What follows belongs to an exercise in optimizing a design on an open flow for small area and a short achievable clock period; a production flow would make more cautious choices.
The RTL was checked by simulation tests, not by an equivalence proof against the original design.
Power is estimated from default activity; no workload was simulated.

== run A ==
==> flow/design.v <==
module VDC(
    input               clock,
    input               reset,    
    output logic [11:0] cnt,
    output logic [11:0] rev,
    output logic [11:0] nxt,      
    output logic        last      
);
logic [11:0] carry;
always_comb begin
    for (int i = 0; i < 12; i++) rev[i] = cnt[11-i];
end
assign carry[0] = 1'b1;
for (genvar i = 1; i < 12; i++) begin : g_carry
    assign carry[i] = &cnt[i-1:0];
end
assign nxt  = cnt ^ carry;
assign last = &cnt;
always_ff @(posedge clock)
    if (reset) cnt <= 12'd1;
    else       cnt <= nxt;
endmodule
module HWA(
    input [12:0]        in,
    input               clock_d,
    input               clock_s,
    output logic [12:0] out,
    output logic        done
);
localparam [10:0] SGN = 11'b01010001010;    
logic [11:0] l12 [0:21];
logic [9:0]  l10 [22:25];
logic [7:0]  l8  [26:29];
logic [4:0]  l5  [30:33];
logic [1:0]  l2  [34:37];
logic [11:0] q;       
logic [11:0] rq;      
logic        qlast;   
logic [10:0] seg1;    
logic [11:0] tapv;    
logic        bit_r;   
VDC vdc(.clock(clock_d), .reset(clock_s), .cnt(q), .rev(rq), .nxt(), .last(qlast));
logic [4:0] e30;
assign e30 = (&l8[29][7:3]) ? 5'd31 : l8[29][7:3] + {4'd0, |l8[29][2:0]};
logic [1:0] r34;
assign r34 = (&l5[33][4:3]) ? 2'd3 : l5[33][4:3] + {1'b0, |l5[33][2:0]};
logic [10:0] seg_n;
always_comb begin
    logic [11:0] ge;      
    ge[0]  = 1'b1;
    ge[1]  = q >= 12'd2;
    ge[2]  = q >= 12'd23;
    ge[3]  = q >= 12'd101;
    ge[4]  = q >= 12'd338;
    ge[5]  = q >= 12'd1281;
    ge[6]  = q >= 12'd2814;
    ge[7]  = q >= 12'd3756;
    ge[8]  = q >= 12'd3993;
    ge[9]  = q >= 12'd4071;
    ge[10] = q >= 12'd4092;
    ge[11] = q == 12'd4095;   
    for (int s = 0; s < 11; s++) seg_n[s] = ge[s] & ~ge[s+1];
    seg_n[0] = seg_n[0] | ge[11];
end
always_comb
    tapv   = ({12{seg1[0]}}  & {l2[37], 10'b0})
           | ({12{seg1[1]}}  & {l5[33], 7'b0})
           | ({12{seg1[2]}}  & {l8[29], 4'b0})
           | ({12{seg1[3]}}  & {l10[25], 2'b0})
           | ({12{seg1[4]}}  & l12[21])
           | ({12{seg1[5]}}  & l12[19])
           | ({12{seg1[6]}}  & {l12[17][11:1], 1'b0})
           | ({12{seg1[7]}}  & {l12[13][11:3], 3'b0})
           | ({12{seg1[8]}}  & {l12[9][11:5], 5'b0})
           | ({12{seg1[9]}}  & {l12[5][11:7], 7'b0})
           | ({12{seg1[10]}} & {l12[1][11:10], 10'b0});
logic gt;
always_comb begin
    logic [11:0] g1, p1;
    logic [5:0]  g2, p2;
    logic [2:0]  g3, p3;
    for (int i = 0; i < 12; i++) begin
        g1[i] = tapv[i] & ~rq[i];
        p1[i] = tapv[i] | ~rq[i];
    end
    for (int i = 0; i < 6; i++) begin
        g2[i] = g1[2*i+1] | (p1[2*i+1] & g1[2*i]);
        p2[i] = g1[2*i+1] | (p1[2*i+1] & p1[2*i]);
    end
    for (int i = 0; i < 3; i++) begin
        g3[i] = g2[2*i+1] | (p2[2*i+1] & g2[2*i]);
        p3[i] = g2[2*i+1] | (p2[2*i+1] & p2[2*i]);
    end
    gt = g3[2] | (p3[2] & g3[1]) | (p3[2] & p3[1] & g3[0]);
end
logic [12:0] acc_carry;
assign acc_carry[0] = bit_r;
for (genvar i = 1; i < 13; i++) begin : g_acc_carry
    assign acc_carry[i] = bit_r & (&out[i-1:0]);
end
always_ff @(posedge clock_d) begin
    if (clock_s) begin
        l12[0] <= in[11:0];
        for (int j = 1; j < 22; j++) l12[j] <= l12[j-1];
        l10[22] <= {l12[21][11:3], |l12[21][2:0]};
        for (int j = 23; j < 26; j++) l10[j] <= l10[j-1];
        l8[26] <= {l10[25][9:3], |l10[25][2:0]};
        for (int j = 27; j < 30; j++) l8[j] <= l8[j-1];
        l5[30] <= e30;
        for (int j = 31; j < 34; j++) l5[j] <= l5[j-1];
        l2[34] <= r34;
        for (int j = 35; j < 38; j++) l2[j] <= l2[j-1];
    end
end
always_ff @(posedge clock_d) begin
    if (clock_s) begin
        out   <= 13'd0;
        done  <= 1'b0;
        seg1  <= 11'd1;                    
        bit_r <= |l2[36];                  
    end else begin
        out   <= out ^ acc_carry;
        done  <= qlast;
        seg1  <= seg_n;
        bit_r <= gt ^ |(seg1 & SGN);
    end
end
endmodule
export LEC_CHECK = 0
export CAP_MARGIN = 0
export CORE_MARGIN = 2
export CORE_UTILIZATION = 45
export CTS_CLUSTER_DIAMETER = 100
export CTS_CLUSTER_SIZE = 28
export SETUP_SLACK_MARGIN = 4.2
export SLEW_MARGIN = 0
export SYNTH_MEMORY_MAX_BITS = 32768
create_clock -name core_clock -period 6.5 [get_ports {clock_d}]
run.sh (not shown) runs the stock make flow with config.mk's settings and CLKGATE_MAP_FILE= SYNTH_SCRIPT=/design/flow/synth_recipe.tcl, a recipe that flattens the netlist after the stock synthesis.
Run A ended with every stage complete and zero timing, DRC or antenna violations.
diff inputs: run A => run B
- SETUP_SLACK_MARGIN changed from 4.2 to 4.3
- CORE_UTILIZATION changed from 45 to 40
## What came out
Run B completed every stage of the flow, and the final layout passed the timing, design-rule and antenna checks. Run B vs. run A: met3 demand-to-capacity share in global routing picked up an extra 0.26 points; number of buffers outside the clock class in the layout has increased; placement-stage worst setup slack fell 370 ps; sum of routed wire length over all layers increased about 0.6%; clock network fraction of design power +0.3 points. Compared to run A, run B has cell total after placement 5.7% higher.
The following lists how run C was set up differently from run B:
- CORE_UTILIZATION changed from 40 to 50
[summary]
Across run B and run C, the outcome is the same: a clean finish for every run.
Run C vs. run B: sum of met3 wire segment lengths after detailed routing went down by 310 µm.
Against run B, run C comes in 0.85% lower on cell area.
Reported for run B and run C, count of antenna diodes in the layout turned out identical to the last digit.
Sort run B and run C by clock period minus worst slack asc -> top: run B
Count of clock-buffer cells in the layout: run C vs run B — no meaningful difference
Count of endpoints failing setup in the final report came out exactly the same in run B and run C.
Re synthesized cell count: no difference whatsoever between run B and run C.
When run C is set beside run B, its met1 track demand over resource turns out to be 5.1 points larger.
In the reports for run B and run C, the smaller setup slack belongs to run C.

---

RTL: the design.v shown in full above, as it stands there.
clock: 6.5 ns
lec_check: 0
cap_margin: 0
core_margin: 2
core_utilization: 50
cts_cluster_diameter: 100
cts_cluster_size: 28
setup_slack_margin: 4.2
slew_margin: 0
synth_memory_max_bits: 32768
The baseline went through all stages and came out clean.
Edit:
--- a/flow/config.mk
+++ b/flow/config.mk
@@ -8,5 +8,5 @@
 export CAP_MARGIN = 0
 export CORE_MARGIN = 2
-export CORE_UTILIZATION = 50
+export CORE_UTILIZATION = 40
 export CTS_CLUSTER_DIAMETER = 100
 export CTS_CLUSTER_SIZE = 28
Setup slack is worse by 0.049 ns.
Design area increases slightly.
Die area came out higher by a quarter to a third.
Hold slack degrades by 0.0055 ns.
Sequential share of layout area decreases by 0.94 points.
First-iteration DRC count fell by a few percent.
Register-to-register slack improves by 0.06 ns.
Global-route usage went down by 3.0 points.
Routed wire length fell slightly.
Via count is higher slightly.
Power went up slightly.

---

## job 101
RTL: the design.v shown in full above, as it stands there.
Settings: LEC_CHECK=0, CAP_MARGIN=0, CORE_MARGIN=2, CORE_UTILIZATION=40, CTS_CLUSTER_DIAMETER=100, CTS_CLUSTER_SIZE=28, SETUP_SLACK_MARGIN=4.4, SLEW_MARGIN=0, SYNTH_MEMORY_MAX_BITS=32768; clock period 6.5 ns.
Job 101 ended with every stage complete and zero timing, DRC or antenna violations.
diff inputs: job 101 => job 102
Settings: SETUP_SLACK_MARGIN changed from 4.4 to 4.2; CORE_UTILIZATION changed from 40 to 55.
[summary]
Setup slack in job 102 is larger than in job 101.
In the reports for job 101 and job 102, the smaller total met3 wirelength after detailed routing belongs to job 101.
Job 102 vs job 101 on total routed wire length on the met1 layer: job 102 is the higher one.
Sequential portion of the cell area: job 102 higher than job 101
Looking at job 101 and job 102, the worst hold slack is a wash.
In job 102, overall die area is lower than in job 101.
Looking at worst setup path category, the register to register result is from job 102; the register to output port one comes from job 101.
NOTE: total of clock buffers placed in the layout in job 102 falls short of that of job 101
For die extent in y, dividing the value from job 101 by the value from job 102 gives 1.17.
Of job 102 and job 101, it is job 102 that has the higher data required time at the worst endpoint.
On area of all sequential standard cells, job 101 and job 102 are basically level.
Modified inputs, job 103 compared to job 102
Settings: SETUP_SLACK_MARGIN: 4.2 -> 4.5; CORE_UTILIZATION: 55 -> 40.
Notes after the runs:
Job 103 was carried through to the last stage, and its layout satisfied the timing, design-rule and antenna checks. Compared with job 102, job 103 ends up with a larger final cell area. Of job 103 and job 102, the run reporting the higher number of well-tap cells placed was job 103. Going from job 102 to job 103, maximum number of pins on one net before global-route repair fell by 43%; total track usage fell by 3.6 points; setup total negative slack stayed essentially flat; layout overhead on the synthesized area rose by 2.2 points; die area rose by about 36%. Diff job 102 -> job 103 | routed wire length | increase of about 5%. The switching portion of total power of job 103 and that of job 102 are within noise of each other. The higher clock network fraction of total power came out of job 103. Comparing job 103 and job 102, the higher number of antenna violations at the first check in global routing is on job 102.
Input-level comparison between job 104 and job 103:
Settings: SETUP_SLACK_MARGIN: 4.5 -> 4.3; CORE_UTILIZATION: 40 -> 50.
==> flow/flow/run.sh (new file) <==
#!/bin/bash
# The standard layout (standard.sh) with two changes: the port buffers are
# placed as the smallest buffer (timing repair upsizes the ones that need it),
# and clock tree synthesis adds no dummy loads.
# ORFS writes each step's log under orfs/logs/; the make output goes to standard.log.
set -o pipefail
bash standard.sh \
  "BUFFER_PORTS_ARGS=-buffer_cell sky130_fd_sc_hd__buf_1" \
  "CTS_ARGS=-sink_clustering_enable -repair_clock_nets -sink_clustering_size 28 -sink_clustering_max_diameter 100 -dont_use_dummy_load" \
  finish > standard.log 2>&1
==> flow/standard.sh (new file) <==
#!/bin/bash
# synth_recipe.tcl (not shown) runs the flow's synth.tcl, then flattens the netlist and writes it again
# the make line also repeats each setting of config.mk as NAME=value (left out here)
make -C /OpenROAD-flow-scripts/flow DESIGN_CONFIG=/design/flow/config.mk WORK_HOME=/design/flow/orfs CLKGATE_MAP_FILE= SYNTH_SCRIPT=/design/flow/synth_recipe.tcl "${@:-finish}"
removed: flow/run.sh
[summary]
Job 104 has completed all stages; timing, DRC and antenna checks passed. Of the two values seen for endpoint of the worst setup timing path, out[7] was produced by job 103 and out[4] by job 104. Relative to job 103, job 104 improves power consumption. Job 104 vs job 103: global-route wire length before repair down in job 104. CTS clock-pin slew for the worst setup and hold paths: job 104 vs job 103, no meaningful difference. The area occupied by registers was comparable across job 104 and job 103. Job 104 vs. job 103: post-layout instance count excluding filler cells now smaller, pin count of the biggest net entering global routing climbed 13%, maximum frequency neither gained nor lost much. The iteration count of the initial detailed-routing pass in job 104 was higher than what job 103 gave.

re-timing with driven ports:
How much do the figures lean on ideal ports? The routed layouts below were timed once more, with nothing changed but the port constraints.
Step 1 assumes that a clkbuf_16 drives the clock port and a buf_2 every other input.
Step 2, shift: input delay + t, output delay - t, t = (earliest + latest rising clock arrival at the registers) / 2. This alone moves slack from input paths to output paths.
a / b / c = no drivers / after step 1 / after step 2; a / b = the first two.
| run | shift t [ns] | setup WS [ns] | worst setup path at the end | worst data-port slew with drivers (ns) | cell pins on the clock port's net |
|---|---|---|---|---|---|
| run A | 0.566 | 4.191 / 4.160 / 3.941 | input to register | 0.05 | 1 |
| run B | 0.552 | 4.222 / 4.175 / 3.842 | input to register | 0.07 | 1 |
| run C | 0.553 | 4.209 / 4.160 / 3.800 | input to register | 0.05 | 1 |
| the first run of note 2 | 0.555 | 4.208 / 4.162 / 3.814 | input to register | 0.05 | 1 |
| the second run of note 2 | 0.552 | 4.159 / 4.114 / 3.796 | input to register | 0.07 | 1 |
| job 101 | 0.560 | 4.189 / 4.143 / 3.901 | input to register | 0.13 | 1 |
| job 102 | 0.561 | 4.216 / 4.186 / 3.711 | input to register | 0.07 | 1 |
| job 103 | 0.562 | 4.222 / 4.176 / 3.854 | input to register | 0.17 | 1 |
| job 104 | 0.548 | 4.226 / 4.179 / 3.909 | input to register | 0.05 | 1 |
After both steps every run listed still meets setup and hold. For job 102, which loses most, drivers alone change the setup slack by -0.030 ns; drivers and shift together by -0.505 ns.
